Context: an optimization exercise on an open-source flow, tuned for a short achievable clock period and few clock cycles. The choices shown serve that exercise and are no tape-out recipe.
Only simulation tests tie the RTL to the original design; equivalence was not proved.
Power and IR drop assume default switching activity.

File: flow/run.sh
#!/bin/bash
# synth_recipe.tcl (not shown) runs the flow's synth.tcl, then flattens the netlist and writes it again
# the make line also repeats each setting of config.mk as NAME=value (left out here)
make -C /OpenROAD-flow-scripts/flow DESIGN_CONFIG=/design/flow/config.mk WORK_HOME=/design/flow/orfs CLKGATE_MAP_FILE= SYNTH_SCRIPT=/design/flow/synth_recipe.tcl finish
File: flow/config.mk
export PLATFORM = sky130hd
export DESIGN_NAME = MIPS_CPU
export DESIGN_NICKNAME = MIPS_CPU
export VERILOG_FILES = /design/flow/design.v
export SDC_FILE = /design/flow/constraint.sdc
export NUM_CORES = 8
export LEC_CHECK = 0
export CAP_MARGIN = 40
export CORE_MARGIN = 2
export CORE_UTILIZATION = 30
export PLACE_DENSITY = 0.5
export SETUP_SLACK_MARGIN = 4.5
export SLEW_MARGIN = 40
export SYNTH_HIERARCHICAL = 1
export SYNTH_MINIMUM_KEEP_SIZE = 0
export TNS_END_PERCENT = 100
File: flow/constraint.sdc
create_clock -name core_clock -period 10.0 [get_ports {clk}]
set_input_delay 2.0000 -clock core_clock [delete_from_list [all_inputs] [get_ports {clk}]]
set_output_delay 2.0000 -clock core_clock [all_outputs]
set_load 0.01 [all_outputs]
File: flow/design.v
`timescale 1ns / 1ps
module control(
    input  [31:0] ir,
    output [3:0]  alu_op,
    output        memtoreg, memwrite, sb, alu_src, regwrite, syscall, signext,
    output        beq, bne, bgtz, jr, j, jal, srlv,
    output [4:0]  wnum,
    output        use_rs, use_rt, is_mem, is_jump
    );
    wire [5:0] op = ir[31:26];
    wire [5:0] fn = ir[5:0];
    wire rt0 = (op == 6'd0);
    wire SLL  = rt0 & (fn == 6'd0);
    wire SRL  = rt0 & (fn == 6'd2);
    wire SRA  = rt0 & (fn == 6'd3);
    wire SRLV = rt0 & (fn == 6'd6);
    wire JR   = rt0 & (fn == 6'd8);
    wire SYSC = rt0 & (fn == 6'd12);
    wire ADD  = rt0 & (fn == 6'd32);
    wire ADDU = rt0 & (fn == 6'd33);
    wire SUB  = rt0 & (fn == 6'd34);
    wire SUBU = rt0 & (fn == 6'd35);
    wire AND  = rt0 & (fn == 6'd36);
    wire OR   = rt0 & (fn == 6'd37);
    wire NOR  = rt0 & (fn == 6'd39);
    wire SLT  = rt0 & (fn == 6'd42);
    wire SLTU = rt0 & (fn == 6'd43);
    wire RT   = rt0 & ~SYSC;
    wire J     = (op == 6'd2);
    wire JAL   = (op == 6'd3);
    wire BEQ   = (op == 6'd4);
    wire BNE   = (op == 6'd5);
    wire BGTZ  = (op == 6'd7);
    wire ADDI  = (op == 6'd8);
    wire ADDIU = (op == 6'd9);
    wire SLTI  = (op == 6'd10);
    wire ANDI  = (op == 6'd12);
    wire ORI   = (op == 6'd13);
    wire LW    = (op == 6'd35);
    wire SB    = (op == 6'd40);
    wire SW    = (op == 6'd43);
    assign memtoreg = LW;
    assign memwrite = SW | SB;
    assign sb       = SB;
    assign alu_src  = ADDI | ANDI | ADDIU | SLTI | ORI | LW | SW | SB;
    assign regwrite = RT | JAL | ADDI | ANDI | ADDIU | SLTI | ORI | LW;
    assign syscall  = SYSC;
    assign signext  = ~(ANDI | ORI);
    assign beq = BEQ; assign bne = BNE; assign bgtz = BGTZ;
    assign jr = JR; assign j = J; assign jal = JAL; assign srlv = SRLV;
    assign wnum = JAL ? 5'd31 : RT ? ir[15:11] : ir[20:16];
    assign use_rs = ~(SLL | SRL | SRA | J | JAL);
    assign use_rt = rt0 | BEQ | BNE | SW | SB;
    assign is_mem = LW | SW | SB;
    assign is_jump = J | JAL | JR;
    assign alu_op = (ADD | ADDU | ADDI | ADDIU | LW | SW | SB) ? 4'd5 :
                    SLL ? 4'd0 :
                    SRA ? 4'd1 :
                    (SRL | SRLV) ? 4'd2 :
                    (SUB | SUBU) ? 4'd6 :
                    (AND | ANDI) ? 4'd7 :
                    (OR | ORI) ? 4'd8 :
                    (SLT | SLTI) ? 4'd11 :
                    SLTU ? 4'd12 :
                    NOR ? 4'd10 : 4'd13;
endmodule
`timescale 1ns / 1ps
module ALU(
	input [31:0] x,
	input [31:0] y,
	input [9:0] op,
	input [4:0] shamt,
	output [31:0] res1
    );
wire sub = op[1] | op[5] | op[6];
wire [32:0] sum = {1'b0, x} + {1'b0, y ^ {32{sub}}} + {32'd0, sub};
wire slt  = (x[31] ^ y[31]) ? x[31] : sum[31];
wire sltu = ~sum[32];
wire [31:0] sra = $signed(y) >>> shamt;
assign res1 = ({32{op[0] | op[1]}} & sum[31:0]) |
              ({32{op[2]}} & (x & y)) |
              ({32{op[3]}} & (x | y)) |
              ({32{op[4]}} & ~(x | y)) |
              {31'd0, (op[5] & slt) | (op[6] & sltu)} |
              ({32{op[7]}} & (y << shamt)) |
              ({32{op[8]}} & (y >> shamt)) |
              ({32{op[9]}} & sra);
endmodule
`timescale 1ns / 1ps
module BrUnit(
	input [31:0] x, y,
	input [2:0] op,
	output taken
    );
wire equal = (x == y);
wire gtz = ~x[31] & (x != 32'd0);
assign taken = (op[0] & equal) | (op[1] & ~equal) | (op[2] & gtz);
endmodule
`timescale 1ns / 1ps
module SuccCache(
	input clk, rst, clear,
	input we,
	input [11:2] wkey,
	input [31:0] wword,
	input [11:2] k0, k1, k2, k3, k4, k5, k6, k7, k8,
	output h0, h1, h2, h3, h4, h5, h6, h7, h8,
	output [31:0] w0, w1, w2, w3, w4, w5, w6, w7, w8
    );
reg [15:0] valid;
reg [5:0]  tag  [0:15];
reg [31:0] word [0:15];
always @(posedge clk or posedge rst) begin
	if (rst) valid <= 16'd0;
	else if (clear) valid <= 16'd0;
	else if (we) valid[wkey[5:2]] <= 1'b1;
end
always @(posedge clk) begin
	if (we) begin
		tag[wkey[5:2]] <= wkey[11:6];
		word[wkey[5:2]] <= wword;
	end
end
assign h0 = valid[k0[5:2]] & (tag[k0[5:2]] == k0[11:6]);
assign h1 = valid[k1[5:2]] & (tag[k1[5:2]] == k1[11:6]);
assign h2 = valid[k2[5:2]] & (tag[k2[5:2]] == k2[11:6]);
assign h3 = valid[k3[5:2]] & (tag[k3[5:2]] == k3[11:6]);
assign h4 = valid[k4[5:2]] & (tag[k4[5:2]] == k4[11:6]);
assign h5 = valid[k5[5:2]] & (tag[k5[5:2]] == k5[11:6]);
assign h6 = valid[k6[5:2]] & (tag[k6[5:2]] == k6[11:6]);
assign h7 = valid[k7[5:2]] & (tag[k7[5:2]] == k7[11:6]);
assign h8 = valid[k8[5:2]] & (tag[k8[5:2]] == k8[11:6]);
assign w0 = word[k0[5:2]];
assign w1 = word[k1[5:2]];
assign w2 = word[k2[5:2]];
assign w3 = word[k3[5:2]];
assign w4 = word[k4[5:2]];
assign w5 = word[k5[5:2]];
assign w6 = word[k6[5:2]];
assign w7 = word[k7[5:2]];
assign w8 = word[k8[5:2]];
endmodule
`timescale 1ns / 1ps
module g_a22oi(input a1, a2, b1, b2, output y); assign y = ~((a1 & a2) | (b1 & b2)); endmodule
module g_nand4(input a, b, c, d, output y); assign y = ~(a & b & c & d); endmodule
module g_nor2(input a, b, output y); assign y = ~(a | b); endmodule
module g_nand2(input a, b, output y); assign y = ~(a & b); endmodule
module g_and2(input a, b, output y); assign y = a & b; endmodule
module g_nor3(input a, b, c, output y); assign y = ~(a | b | c); endmodule
module sel32(input [31:0] sel, input [1023:0] d, output [31:0] y);
genvar b, k;
generate for (b = 0; b < 32; b = b + 1) begin : g_bit
	wire [15:0] t;
	wire [3:0] u;
	wire [1:0] v;
	for (k = 0; k < 16; k = k + 1) begin : g_t
		g_a22oi x(sel[2*k], d[32*(2*k)+b], sel[2*k+1], d[32*(2*k+1)+b], t[k]);
	end
	for (k = 0; k < 4; k = k + 1) begin : g_u
		g_nand4 x(t[4*k], t[4*k+1], t[4*k+2], t[4*k+3], u[k]);
	end
	g_nor2 x0(u[0], u[1], v[0]);
	g_nor2 x1(u[2], u[3], v[1]);
	g_nand2 x2(v[0], v[1], y[b]);
end endgenerate
endmodule
module dec32(input [4:0] a, output [31:0] y);
wire [3:0] lo; wire [7:0] hi;
genvar i;
generate
	for (i = 0; i < 4; i = i + 1) begin : g_lo
		g_nor2 x(a[0] ^ i[0], a[1] ^ i[1], lo[i]);
	end
	for (i = 0; i < 8; i = i + 1) begin : g_hi
		g_nor3 x(a[2] ^ i[0], a[3] ^ i[1], a[4] ^ i[2], hi[i]);
	end
	for (i = 0; i < 32; i = i + 1) begin : g_y
		g_and2 x(lo[i % 4], hi[i / 4], y[i]);
	end
endgenerate
endmodule
module psel8(input [4:0] p, input [255:0] d, output [7:0] y);
wire [31:0] s;
dec32 dd(p, s);
genvar b, k;
generate for (b = 0; b < 8; b = b + 1) begin : g_bit
	wire [15:0] t;
	wire [3:0] u;
	wire [1:0] v;
	for (k = 0; k < 16; k = k + 1) begin : g_t
		g_a22oi x(s[2*k], d[8*(2*k)+b], s[2*k+1], d[8*(2*k+1)+b], t[k]);
	end
	for (k = 0; k < 4; k = k + 1) begin : g_u
		g_nand4 x(t[4*k], t[4*k+1], t[4*k+2], t[4*k+3], u[k]);
	end
	g_nor2 x0(u[0], u[1], v[0]);
	g_nor2 x1(u[2], u[3], v[1]);
	g_nand2 x2(v[0], v[1], y[b]);
end endgenerate
endmodule
`timescale 1ns / 1ps
module RegFile(
	input [4:0] Ra0, Rb0, Ra1, Rb1,
	input [4:0] W0_num, W1_num,
	input [31:0] Din0, Din1,
	input WE0, WE1,
	input clk,
	output [31:0] Qa0, Qb0, Qa1, Qb1,
	output [31:0] V0_data,
	output [31:0] A0_data,
	output GZa0, GZa1         
    );
wire [31:0] q [0:31];
assign q[0] = 32'd0;
function gtz32;
	input [31:0] v;
	gtz32 = ~v[31] & (v != 32'd0);
endfunction
wire gz1 = gtz32(Din1);
wire gz0 = gtz32(Din0);
wire [31:0] gz;
assign gz[0] = 1'b0;
genvar k;
generate
	for (k = 1; k < 32; k = k + 1) begin : g_reg
		reg [31:0] r;
		reg gzq;
		always @(posedge clk)
			if (WE1 && W1_num == k) begin r <= Din1; gzq <= gz1; end
			else if (WE0 && W0_num == k) begin r <= Din0; gzq <= gz0; end
		assign q[k] = r;
		assign gz[k] = gzq;
	end
endgenerate
wire [1023:0] flat;
genvar f;
generate for (f = 0; f < 32; f = f + 1) begin : g_flat
	assign flat[32*f+31:32*f] = q[f];
end endgenerate
wire [31:0] da0, db0, da1, db1;
dec32 dA0(Ra0, da0);
dec32 dB0(Rb0, db0);
dec32 dA1(Ra1, da1);
dec32 dB1(Rb1, db1);
sel32 sA0(da0, flat, Qa0);
sel32 sB0(db0, flat, Qb0);
sel32 sA1(da1, flat, Qa1);
sel32 sB1(db1, flat, Qb1);
assign GZa0 = |(da0 & gz);
assign GZa1 = |(da1 & gz);
assign V0_data = q[2];
assign A0_data = q[4];
endmodule
`timescale 1ns / 1ps
module LedData(show, R2, clk, clr, data);
    input show, clk, clr;
    input [31:0] R2;
    output reg [31:0]data;
    always @(posedge clr or posedge clk) begin
		if(clr == 1) begin
			data <= 0;
		end
		else if(show == 1) begin
			data <= R2;
		end
	end
endmodule
`timescale 1ns / 1ps
module Counter(running, clk, clr, count);
    input running,clk,clr;
    output reg [31:0] count;
    always @(posedge clk) begin
     if(clr) count <= 0;
      else  if(running) count <= count+1;
    end
endmodule
module Counter2(inc, clk, clr, count);
    input [1:0] inc;
    input clk, clr;
    output reg [31:0] count;
    always @(posedge clk) begin
     if(clr) count <= 0;
      else  if(inc != 2'd0) count <= count + {30'd0, inc};
    end
endmodule
`timescale 1ns / 1ps
module RAM(rsel0, rsel1, wsel, lane, data_in, sb, memWrite, clk, clr, data_out, data_out1, mem_probe, probe);
    input [31:0] rsel0, rsel1, wsel;
    input [1:0] lane;
    input [31:0] data_in;
    input sb, memWrite, clk, clr;
    output [31:0] data_out, data_out1;
    output [31:0] mem_probe;
    input wire [4:0] probe;
    wire [31:0] words [0:31];
    genvar fw, sl;
    generate for (sl = 0; sl < 4; sl = sl + 1) begin : g_sl
        wire [255:0] flat;
        for (fw = 0; fw < 32; fw = fw + 1) begin : g_flat
            assign flat[8*fw+7:8*fw] = words[fw][8*sl+7:8*sl];
        end
        psel8 pm(probe, flat, mem_probe[8*sl+7:8*sl]);
    end endgenerate
    wire [1023:0] flatw;
    genvar fx;
    generate for (fx = 0; fx < 32; fx = fx + 1) begin : g_flatw
        assign flatw[32*fx+31:32*fx] = words[fx];
    end endgenerate
    sel32 rd0(rsel0, flatw, data_out);
    sel32 rd1(rsel1, flatw, data_out1);
    genvar w, b;
    generate
        for (w = 0; w < 32; w = w + 1) begin : g_word
            for (b = 0; b < 4; b = b + 1) begin : g_byte
                reg [7:0] byte_q;
                always @(posedge clk or posedge clr) begin
                    if(clr) byte_q <= 8'h0;
                    else if(memWrite && wsel[w] && (!sb || lane == b))
                        byte_q <= sb ? data_in[7:0] : data_in[8*b+7:8*b];
                end
                assign words[w][8*b+7:8*b] = byte_q;
            end
        end
    endgenerate
endmodule
`timescale 1ns / 1ps
module MIPS_CPU(
	input rst, Go, clk,
	output [31:0] Leddata, Count_cycle, Count_branch, Count_jmp,
	input [4:0] probe,
	output [31:0] mem_probe,
	output [9:0] imem_addr,
	input [31:0] imem_data,
	output halted
    );
reg run;
reg [31:0] PC;
assign imem_addr = PC[11:2];
assign halted = ~run;
reg        I1_valid;
reg [31:0] I1_word;
wire [31:0] IR0 = imem_data;
wire [31:0] IR1 = I1_word;
wire [3:0] alu_op0, alu_op1;
wire memtoreg0, memwrite0, sb0, alu_src0, regwrite0, syscall0, signext0;
wire beq0, bne0, bgtz0, jr0, j0, jal0, srlv0;
wire [4:0] wnum0;
wire use_rs0, use_rt0, is_mem0, is_jump0;
control ctl0(IR0, alu_op0, memtoreg0, memwrite0, sb0, alu_src0, regwrite0, syscall0, signext0,
	beq0, bne0, bgtz0, jr0, j0, jal0, srlv0, wnum0, use_rs0, use_rt0, is_mem0, is_jump0);
wire memtoreg1, memwrite1, sb1, alu_src1, regwrite1, syscall1, signext1;
wire beq1, bne1, bgtz1, jr1, j1, jal1, srlv1;
wire [4:0] wnum1;
wire use_rs1, use_rt1, is_mem1, is_jump1;
control ctl1(IR1, alu_op1, memtoreg1, memwrite1, sb1, alu_src1, regwrite1, syscall1, signext1,
	beq1, bne1, bgtz1, jr1, j1, jal1, srlv1, wnum1, use_rs1, use_rt1, is_mem1, is_jump1);
wire [4:0] rs0 = IR0[25:21], rt0 = IR0[20:16];
wire [4:0] rs1 = IR1[25:21], rt1 = IR1[20:16];
wire [31:0] imm0 = {{16{signext0 & IR0[15]}}, IR0[15:0]};
wire [31:0] imm1 = {{16{signext1 & IR1[15]}}, IR1[15:0]};
reg        B0_regwrite, B1_regwrite, B_memwrite;
reg        B0_memtoreg, B1_memtoreg, B0_jal, B1_jal, B_sb;
reg [4:0]  B0_wnum, B1_wnum;
reg [9:0]  B0_aluop, B1_aluop;
reg [4:0]  B0_shamt, B1_shamt;
reg [31:0] B0_x, B0_y, B1_x, B1_y, B_sd, B0_pc4, B1_pc4;
reg [6:0]  B0_mx, B0_my, B1_mx, B1_my;   
reg        B_mslot;           
reg        B0_cb, B1_cb, B0_pt, B1_pt, B0_jmp, B1_jmp;
reg        B1_chain;           
reg [2:0]  B0_bop, B1_bop;    
reg [31:0] B0_alt, B1_alt;    
wire [31:0] B0_din, B1_din;
wire [31:0] alu0, alu1;
wire B0_ok = B0_regwrite & (B0_wnum != 5'd0);
wire B1_ok = B1_regwrite & (B1_wnum != 5'd0);
wire [31:0] rf_a0, rf_b0, rf_a1, rf_b1, rf_v0, rf_a0r;
wire rf_gz0, rf_gz1;
RegFile regFile1(rs0, rt0, rs1, rt1, B0_wnum, B1_wnum, B0_din, B1_din,
	B0_we, B1_we, clk, rf_a0, rf_b0, rf_a1, rf_b1, rf_v0, rf_a0r,
	rf_gz0, rf_gz1);
function [2:0] srcsel;
	input [4:0] r;
	input b1ok, b0ok;
	input [4:0] w1, w0;
	reg m1, m0;
	begin
		m1 = b1ok & (w1 == r);
		m0 = b0ok & (w0 == r);
		srcsel = {m1, ~m1 & m0, ~m1 & ~m0};
	end
endfunction
function [31:0] pick;
	input [2:0] s;
	input [31:0] rf, d0, d1;
	begin
		pick = ({32{s[0]}} & rf) | ({32{s[1]}} & d0) | ({32{s[2]}} & d1);
	end
endfunction
wire [2:0] sa0 = srcsel(rs0, B1_ok, B0_ok, B1_wnum, B0_wnum);
wire [2:0] tb0 = srcsel(rt0, B1_ok, B0_ok, B1_wnum, B0_wnum);
wire [2:0] sa1 = srcsel(rs1, B1_ok, B0_ok, B1_wnum, B0_wnum);
wire [2:0] tb1 = srcsel(rt1, B1_ok, B0_ok, B1_wnum, B0_wnum);
wire [2:0] sv0 = srcsel(5'd2, B1_ok, B0_ok, B1_wnum, B0_wnum);
wire [2:0] sa0r = srcsel(5'd4, B1_ok, B0_ok, B1_wnum, B0_wnum);
wire [31:0] A0  = pick(sa0, rf_a0, B0_din, B1_din);
wire [31:0] Bv0 = pick(tb0, rf_b0, B0_din, B1_din);
wire [31:0] A1  = pick(sa1, rf_a1, B0_din, B1_din);
wire [31:0] Bv1 = pick(tb1, rf_b1, B0_din, B1_din);
wire [31:0] V0  = pick(sv0, rf_v0, B0_din, B1_din);
wire [31:0] A0r = pick(sa0r, rf_a0r, B0_din, B1_din);
reg        B_sys;
reg [31:0] B_v0, B_a0;
reg        C_v, C_pt, C_act;
reg [31:0] C_alt;
wire misC = C_v & (C_act != C_pt);
wire show = B_sys & (B_v0 == 32'd34) & ~misC;
wire halt = B_sys & (B_v0 != 32'd34) & ~misC;
function [9:0] aluoh;
	input [3:0] c;
	begin
		case (c)
			4'd5:  aluoh = 10'b0000000001;
			4'd6:  aluoh = 10'b0000000010;
			4'd7:  aluoh = 10'b0000000100;
			4'd8:  aluoh = 10'b0000001000;
			4'd10: aluoh = 10'b0000010000;
			4'd11: aluoh = 10'b0000100000;
			4'd12: aluoh = 10'b0001000000;
			4'd0:  aluoh = 10'b0010000000;
			4'd2:  aluoh = 10'b0100000000;
			4'd1:  aluoh = 10'b1000000000;
			default: aluoh = 10'b0000000000;
		endcase
	end
endfunction
wire cb0 = beq0 | bne0 | bgtz0;
wire cb1 = beq1 | bne1 | bgtz1;
wire gz0 = sa0[0] ? rf_gz0 : IR0[15];
wire gz1 = sa1[0] ? rf_gz1 : IR1[15];
wire pt0 = bne0 | (beq0 & IR0[15]) | (bgtz0 & gz0);    
wire dep = regwrite0 & (wnum0 != 5'd0) &
	((use_rs1 & (rs1 == wnum0)) | (use_rt1 & (rt1 == wnum0)));
wire chain = dep & bgtz1 & ~memtoreg0 & ~jal0;
wire pt1 = bne1 | (beq1 & IR1[15]) | (bgtz1 & (chain ? IR1[15] : gz1));
wire taken0 = cb0 & pt0;
wire taken1 = cb1 & pt1;
wire mis;                   
wire misx;                  
wire mis0;
wire [31:0] redirect;
wire pair = I1_valid & ~syscall0 & ~is_jump0 & ~syscall1 & ~(memwrite0 & is_mem1) & (~dep | chain);    
wire ex0 = ~misx;            
wire ex1 = pair & ~taken0 & ~misx;   
wire [31:0] PC4 = PC + 32'd4;
wire [31:0] PC8 = PC + 32'd8;
wire [31:0] bt0 = PC4 + {imm0[29:0], 2'b00};
wire [31:0] bt1 = PC8 + {imm1[29:0], 2'b00};
wire [31:0] jt0 = {PC[31:28], IR0[25:0], 2'b00};
wire [31:0] jt1 = {PC4[31:28], IR1[25:0], 2'b00};
wire [31:0] seq0 = jr0 ? A0 : (j0 | jal0) ? jt0 : PC4;
wire [31:0] seq1 = jr1 ? A1 : (j1 | jal1) ? jt1 : taken1 ? bt1 : PC8;
wire [31:0] nextA = taken0 ? bt0 : pair ? seq1 : seq0;
wire [31:0] nextPC = misC ? C_alt : halt ? B0_pc4 : mis ? redirect : nextA;
reg        f_seq;
reg [11:2] f_addr;
wire [11:2] kp4  = PC[11:2] + 10'd1;
wire [11:2] kp8  = PC[11:2] + 10'd2;
wire [11:2] kbt0 = PC[11:2] + 10'd1 + imm0[9:0];
wire [11:2] kbt1 = PC[11:2] + 10'd2 + imm1[9:0];
wire hp4, hp8, hbt0, hjt0, hbt1, hjt1, hra0, hra1, hrc;
wire [31:0] wp4, wp8, wbt0, wjt0, wbt1, wjt1, wra0, wra1, wrc;
SuccCache cache(clk, rst, run & halt, run & f_seq, f_addr, IR0,
	kp4, kp8, kbt0, IR0[9:0], kbt1, IR1[9:0], B0_alt[11:2], B1_alt[11:2], C_alt[11:2],
	hp4, hp8, hbt0, hjt0, hbt1, hjt1, hra0, hra1, hrc,
	wp4, wp8, wbt0, wjt0, wbt1, wjt1, wra0, wra1, wrc);
wire        hrd = mis0 ? hra0 : hra1;
wire [31:0] wrd = mis0 ? wra0 : wra1;
wire        n1_v0 = ~jr0 & ((j0 | jal0) ? hjt0 : hp4);
wire [31:0] n1_w0 = (j0 | jal0) ? wjt0 : wp4;
wire        n1_v1 = ~jr1 & ((j1 | jal1) ? hjt1 : taken1 ? hbt1 : hp8);
wire [31:0] n1_w1 = (j1 | jal1) ? wjt1 : taken1 ? wbt1 : wp8;
wire        n1_v = misC ? hrc : mis ? hrd : taken0 ? hbt0 : pair ? n1_v1 : n1_v0;
wire [31:0] n1_w = misC ? wrc : mis ? wrd : taken0 ? wbt0 : pair ? n1_w1 : n1_w0;
always @(posedge clk or posedge rst) begin
	if (rst) begin
		f_seq <= 1'b0;
		I1_valid <= 1'b0;
	end else if (run) begin
		f_seq <= ~misx & ~taken0 & ~is_jump0 & (~pair | (~taken1 & ~is_jump1));
		I1_valid <= ~halt & n1_v;
	end else begin
		f_seq <= 1'b0;
		I1_valid <= 1'b0;
	end
end
always @(posedge clk) begin
	if (run) begin
		f_addr <= pair ? kp4 : PC[11:2];
		I1_word <= n1_w;
	end
end
always @(posedge clk or posedge rst) begin
	if (rst) run <= 1'b1;
	else if (Go) run <= 1'b1;
	else if (run & halt) run <= 1'b0;
end
always @(posedge clk or posedge rst) begin
	if (rst) PC <= 32'd0;
	else if (run) PC <= nextPC;
	else if (IR0 == 32'd0) PC <= PC4;
end
always @(posedge clk or posedge rst) begin
	if (rst) begin
		B0_regwrite <= 1'b0; B1_regwrite <= 1'b0; B_memwrite <= 1'b0;
		B0_cb <= 1'b0; B1_cb <= 1'b0; B0_jmp <= 1'b0; B1_jmp <= 1'b0;
		B_sys <= 1'b0;
	end else if (run) begin
		B0_regwrite <= ex0 & regwrite0;
		B1_regwrite <= ex1 & regwrite1;
		B_memwrite <= (ex0 & memwrite0) | (ex1 & memwrite1);
		B0_cb <= ex0 & cb0;
		B_sys <= ex0 & syscall0;
		B1_cb <= ex1 & cb1;
		B0_jmp <= ex0 & is_jump0;
		B1_jmp <= ex1 & is_jump1;
	end else begin
		B0_regwrite <= 1'b0; B1_regwrite <= 1'b0; B_memwrite <= 1'b0;
		B0_cb <= 1'b0; B1_cb <= 1'b0; B0_jmp <= 1'b0; B1_jmp <= 1'b0;
		B_sys <= 1'b0;
	end
end
always @(posedge clk) begin
	if (run) begin
		B0_memtoreg <= memtoreg0; B0_jal <= jal0;
		B0_wnum <= wnum0; B0_aluop <= memtoreg0 ? 10'd0 : aluoh(alu_op0);
		B0_shamt <= srlv0 ? A0[4:0] : IR0[10:6];
		B0_x <= A0;
		B0_y <= alu_src0 ? imm0 : Bv0;
		B0_pc4 <= PC4;
		B0_pt <= pt0; B0_bop <= {bgtz0, bne0, beq0};
		B_v0 <= V0; B_a0 <= A0r;
		B0_alt <= pt0 ? PC4 : bt0;
		B1_memtoreg <= memtoreg1; B1_jal <= jal1;
		B1_wnum <= wnum1; B1_aluop <= memtoreg1 ? 10'd0 : aluoh(alu_op1);
		B1_shamt <= srlv1 ? A1[4:0] : IR1[10:6];
		B1_x <= A1;
		B1_y <= alu_src1 ? imm1 : Bv1;
		B1_pc4 <= PC8;
		B1_pt <= pt1; B1_bop <= {bgtz1, bne1, beq1};
		B1_chain <= chain;
		B1_alt <= pt1 ? PC8 : bt1;
		B_sb <= memwrite0 ? sb0 : sb1;
		B_sd <= memwrite0 ? Bv0 : Bv1;
		B_mslot <= ~memwrite0;
		B0_mx <= A0[6:0]; B0_my <= imm0[6:0];
		B1_mx <= A1[6:0]; B1_my <= imm1[6:0];
	end
end
wire act0, act1;
BrUnit bru0(B0_x, B0_y, B0_bop, act0);
BrUnit bru1(B1_x, B1_y, B1_bop, act1);
assign mis0 = B0_cb & (act0 != B0_pt) & ~misC;
wire mis1 = B1_cb & ~B1_chain & (act1 != B1_pt) & ~mis0 & ~misC;
assign mis = mis0 | mis1;
assign misx = mis | halt | misC;
assign redirect = mis0 ? B0_alt : B1_alt;
wire B1_live = ~mis0;       
wire B0_we = B0_regwrite & ~misC;
wire B1_we = B1_regwrite & B1_live & ~misC;
wire B_mwe = B_memwrite & (~B_mslot | B1_live) & ~misC;
wire C_next = B1_cb & B1_chain & B1_live & ~misC;
always @(posedge clk or posedge rst) begin
	if (rst) C_v <= 1'b0;
	else C_v <= C_next;
end
always @(posedge clk) begin
	C_act <= ~alu0[31] & (alu0 != 32'd0);
	C_pt <= B1_pt;
	C_alt <= B1_alt;
end
LedData led(run & show, B_a0, clk, rst, Leddata);
ALU alu_0(B0_x, B0_y, B0_aluop, B0_shamt, alu0);
ALU alu_1(B1_x, B1_y, B1_aluop, B1_shamt, alu1);
wire [6:0] maddr0 = B0_mx + B0_my;
wire [6:0] maddr1 = B1_mx + B1_my;
wire [31:0] wsel0, wsel1;
dec32 mdec0(maddr0[6:2], wsel0);
dec32 mdec1(maddr1[6:2], wsel1);
wire [31:0] B_wsel = B_mslot ? wsel1 : wsel0;       
wire [1:0]  B_lane = B_mslot ? maddr1[1:0] : maddr0[1:0];
wire [31:0] mem_out0, mem_out1;
RAM RAM1(wsel0, wsel1, B_wsel, B_lane, B_sd, B_sb, B_mwe, clk, rst, mem_out0, mem_out1, mem_probe, probe);
assign B0_din = ({32{B0_jal}} & B0_pc4) | ({32{B0_memtoreg}} & mem_out0) | alu0;
assign B1_din = ({32{B1_jal}} & B1_pc4) | ({32{B1_memtoreg}} & mem_out1) | alu1;
wire br_cntB = ((B0_cb & act0) | (B1_cb & ~B1_chain & act1 & B1_live)) & ~misC;
wire br_cntC = C_v & C_act;
wire jmp_cnt = (B0_jmp | (B1_jmp & B1_live)) & ~misC;
Counter count1(run, clk, rst, Count_cycle);
Counter2 count2({br_cntB & br_cntC, br_cntB ^ br_cntC}, clk, rst, Count_branch);
Counter count3(jmp_cnt, clk, rst, Count_jmp);
endmodule
==> summary.txt <==
Max incr delay on CP -> 0.27 ns
Sw frac -> 0.495
Post-route antenna net violation count -> 0
Crit path DAT -> 3.99 ns
PortBufs -> 210
DRC -> 0
Slew @ Worst Pin -> 1.14 ns
Crit-path max FO -> 5
Ports -> 211
HPWL after DPL -> 939 mm
Clock root buffer master -> clkbuf_16
P&R area growth vs syn -> 18.4%
Non-Filler Instances -> 33500
Fmax -> 167 MHz
Leak pwr -> 104 nW
RePlAce Congestion -> 1.01
Routing usage on met1 -> 0.370
Status -> timing/DRC/antenna clean
Max_cap viols -> 0
Ordered list of cells on the worst path -> buf_16 -> buf_4 -> clkinvlp_4 -> nor3_4 -> and2_4 -> buf_6 -> buf_6 -> buf_6 -> buf_6 -> a22oi_2 -> nand4_1 -> nor2_4 -> nand2_2 -> buf_6
Grt total ovfl -> 0
Fin crit share -> 0.599
CTS Sinks -> 3334
Vias -> 222000
DRT Pass-1 Iters -> 10
Relative slew slack -> 0.234
Final min period -> 5.99 ns
CTS Buf Count -> 408
First-pass GRT wire length -> 1880 mm
Core area -> 867000 um^2
Crit path capture type -> output port
Worst min path class -> flip-flop to flip-flop
Setup violators final -> 0
CP Buf/Inv Count -> 8
Most used routing layer in global routing -> met2
Yosys warns -> 13
Die Wd -> 936 um
Clk slew on worst S/H paths -> 0.06 ns
Via density per instance -> 6.63
Setup slack after placement -> 2.22 ns
Synth Cell Area -> 261000 um^2
Routed len/inst -> 41.8 um
Layout net count -> 21800
Iter 0 DRT Violations -> 31000
Worst-Skew Late Latency -> 1.19 ns
Register share of total power -> 0.237
Final Power -> 100 mW
Hold Vio Cnt, Final -> 0
# rows -> 342
CTS tree -> yes
Clk_skew -> 0.166 ns
Max Slew Vio Count -> 0
Critical path startpoint category -> primary input
CP dominant cell by count -> buf_6
Syn avg cell area -> 12.6 um^2
Die Y -> 936 um
RSZ-0062 raised after global routing -> true
Power per standard cell area -> 324 nW/um^2
Required @ worst endpoint -> 8.00 ns
Maximum clock path buffer count -> 4
Crit path max-delay family -> buffers and inverters
Starting density of the core -> 0.301
Share of layout cells above drive strength 1 -> 0.513
Final WS setup -> 4.01 ns
Critical path's slowest cell -> nor2_4
WS Path Type -> primary input to output port
# H-tree levels -> 5
Met2 Usage GRT -> 0.451
Clk pwr share -> 0.161
Switching power -> 49.5 mW
Final Cell Area -> 309000 um^2
Int Pwr -> 50.5 mW
Hold_buf cts -> 0
Largest net degree at the start of global routing -> 155
R2R Setup Slk -> 4.05 ns
Post-Route WL -> 1400 mm
DP Area -> 282000 um^2
Global-route usage over all layers -> 0.305
GR Layer Usage met3 -> 0.0993
Total die area -> 877000 um^2
Synthesized instance count -> 20600
Gate power share -> 0.602
Vias in the first global route -> 213000
VDD IR max -> 0.582 mV
Initial antenna violation count -> 98
Placed Instances -> 32000
## metrics by stage
stage | utilization | setup TNS, ns | hold WS (ns)
final | 0.356 | 0 | 0.349
after global routing | 0.356 | 0 | 0.360
after CTS | 0.351 | 0 | 0.346
after detailed placement | 0.325 | 0 | 0.357
after global placement | 0.323 | 0 | 0.353
after floorplan | - | -6260.67 | 0.348
## flip-flops by register name (all words and copies together), names as in the netlist, 96 cells and up
register                   count
RAM1.g_word.g_byte.byte_q   1024
regFile1.g.r                 992
cache.word                   512
cache.tag                     96
## cell type report
type / count / area, um^2
repair buffers: 1895 / 18900
fillers: 84500 / 558000
multi-input cells: 15600 / 167000
well taps: 11500 / 14400
flip-flops and latches: 3334 / 93300
diodes: 71 / 178
repair inverters: 2 / 20.0
clock buffers: 509 / 10900
inverters: 294 / 1350
clock inverters: 254 / 3000
## per-layer routing
layer / wire [um] / share of wire
met1: 509000 / 0.36
met2: 594000 / 0.42
met3: 163000 / 0.12
met4: 133000 / 0.095
met5: 1180 / 0.00085
## worst register-to-register path, delay by kind of cell, from the launching register on
kind | cells | cell delay, ns
buffers and inverters | 12 | 1.62
AO/OA/AOI/OAI | 7 | 1.33
AND/OR/NAND/NOR | 7 | 1.75
XOR/XNOR | 1 | 0.12
multiplexers | 1 | 0.08
adder cells (fa/ha/maj) | 2 | 0.42
flip-flops | 1 | 0.41
## repair_timing
item / 4_1_cts / 5_1_grt
gates resized for setup: 1413 / 424
hold endpoints to repair: 0 / 0
pin swaps: 318 / 368
endpoints found under the setup margin: 2485 / 743
gates cloned: 37 / 14
setup buffers: 403 / 262
## layout by cell type, fill, tap and decap left out, types with 139 or more instances in the layout
cell type,instances
and2_4,238
xor2_1,205
edfxtp_1,2088
nor2_4,160
nor3_1,139
o21ai_0,892
nand2_1,874
nand3_1,198
buf_4,1151
nor2_1,1004
a22oi_2,3588
xnor2_1,250
clkdlybuf4s50_1,148
buf_12,147
clkbuf_16,422
nand4_1,1002
mux2_4,324
inv_1,208
a21oi_1,436
ha_1,159
mux2i_1,259
dfrtp_1,1112
mux2_2,1557
mux4_2,1840
buf_6,342
## power by group through the flow
stage | clock, mW | combinational [mW] | sequential [mW]
2_1_floorplan | 0 | 32.8 | 21.4
3_3_place_gp | 0 | 52.4 | 23.9
3_5_place_dp | 0 | 53.1 | 23.8
4_1_cts | 16.2 | 56.2 | 23.5
5_1_grt | 16.7 | 60.9 | 24.0
6_report | 16.1 | 60.3 | 23.7
## path summary, 6_finish.rpt
| path | startpoint | end | depth (start not counted) |
|---|---|---|---|
| worst max register to register | B0_mx[0] | regFile1.g_reg[8].gzq | 30 |
| worst min-delay path | B1_alt[19] | C_alt[19] | 0 |
| min in group asynchronous | rst | RAM1.g_word[5].g_byte[0].byte_q[5] | 2 |
| worst min register to register | B1_alt[19] | C_alt[19] | 0 |
| max in group asynchronous | rst | RAM1.g_word[8].g_byte[2].byte_q[7] | 6 |
| worst max-delay path | probe[2] | mem_probe[29] | 14 |
Testbench counts, summed over its fixed seeds: cycles 63,517.

separate check: timing with driven ports:
Ports are ideal in the flow. The routed layout listed here was re-timed in OpenROAD. Step 1, drivers: a clkbuf_16 drives clk and a buf_2 each remaining input, both assumed. Step 2 times the ports against the registers' clock, not the clock port: input delays grow and output delays shrink by t, the midpoint of the rising clock arrivals with the driver on. a / b / c = no drivers / after step 1 / after step 2; a / b = the first two.
t (ns): 1.250
setup slack, ns: 4.013 / 3.748 / 3.073
worst setup path at the end: input to register
worst slew at a driven data input, ns: 0.41
After both steps setup and hold are still met in this run. The setup slack of this run moves by -0.265 ns with the drivers and by -0.940 ns with both steps.
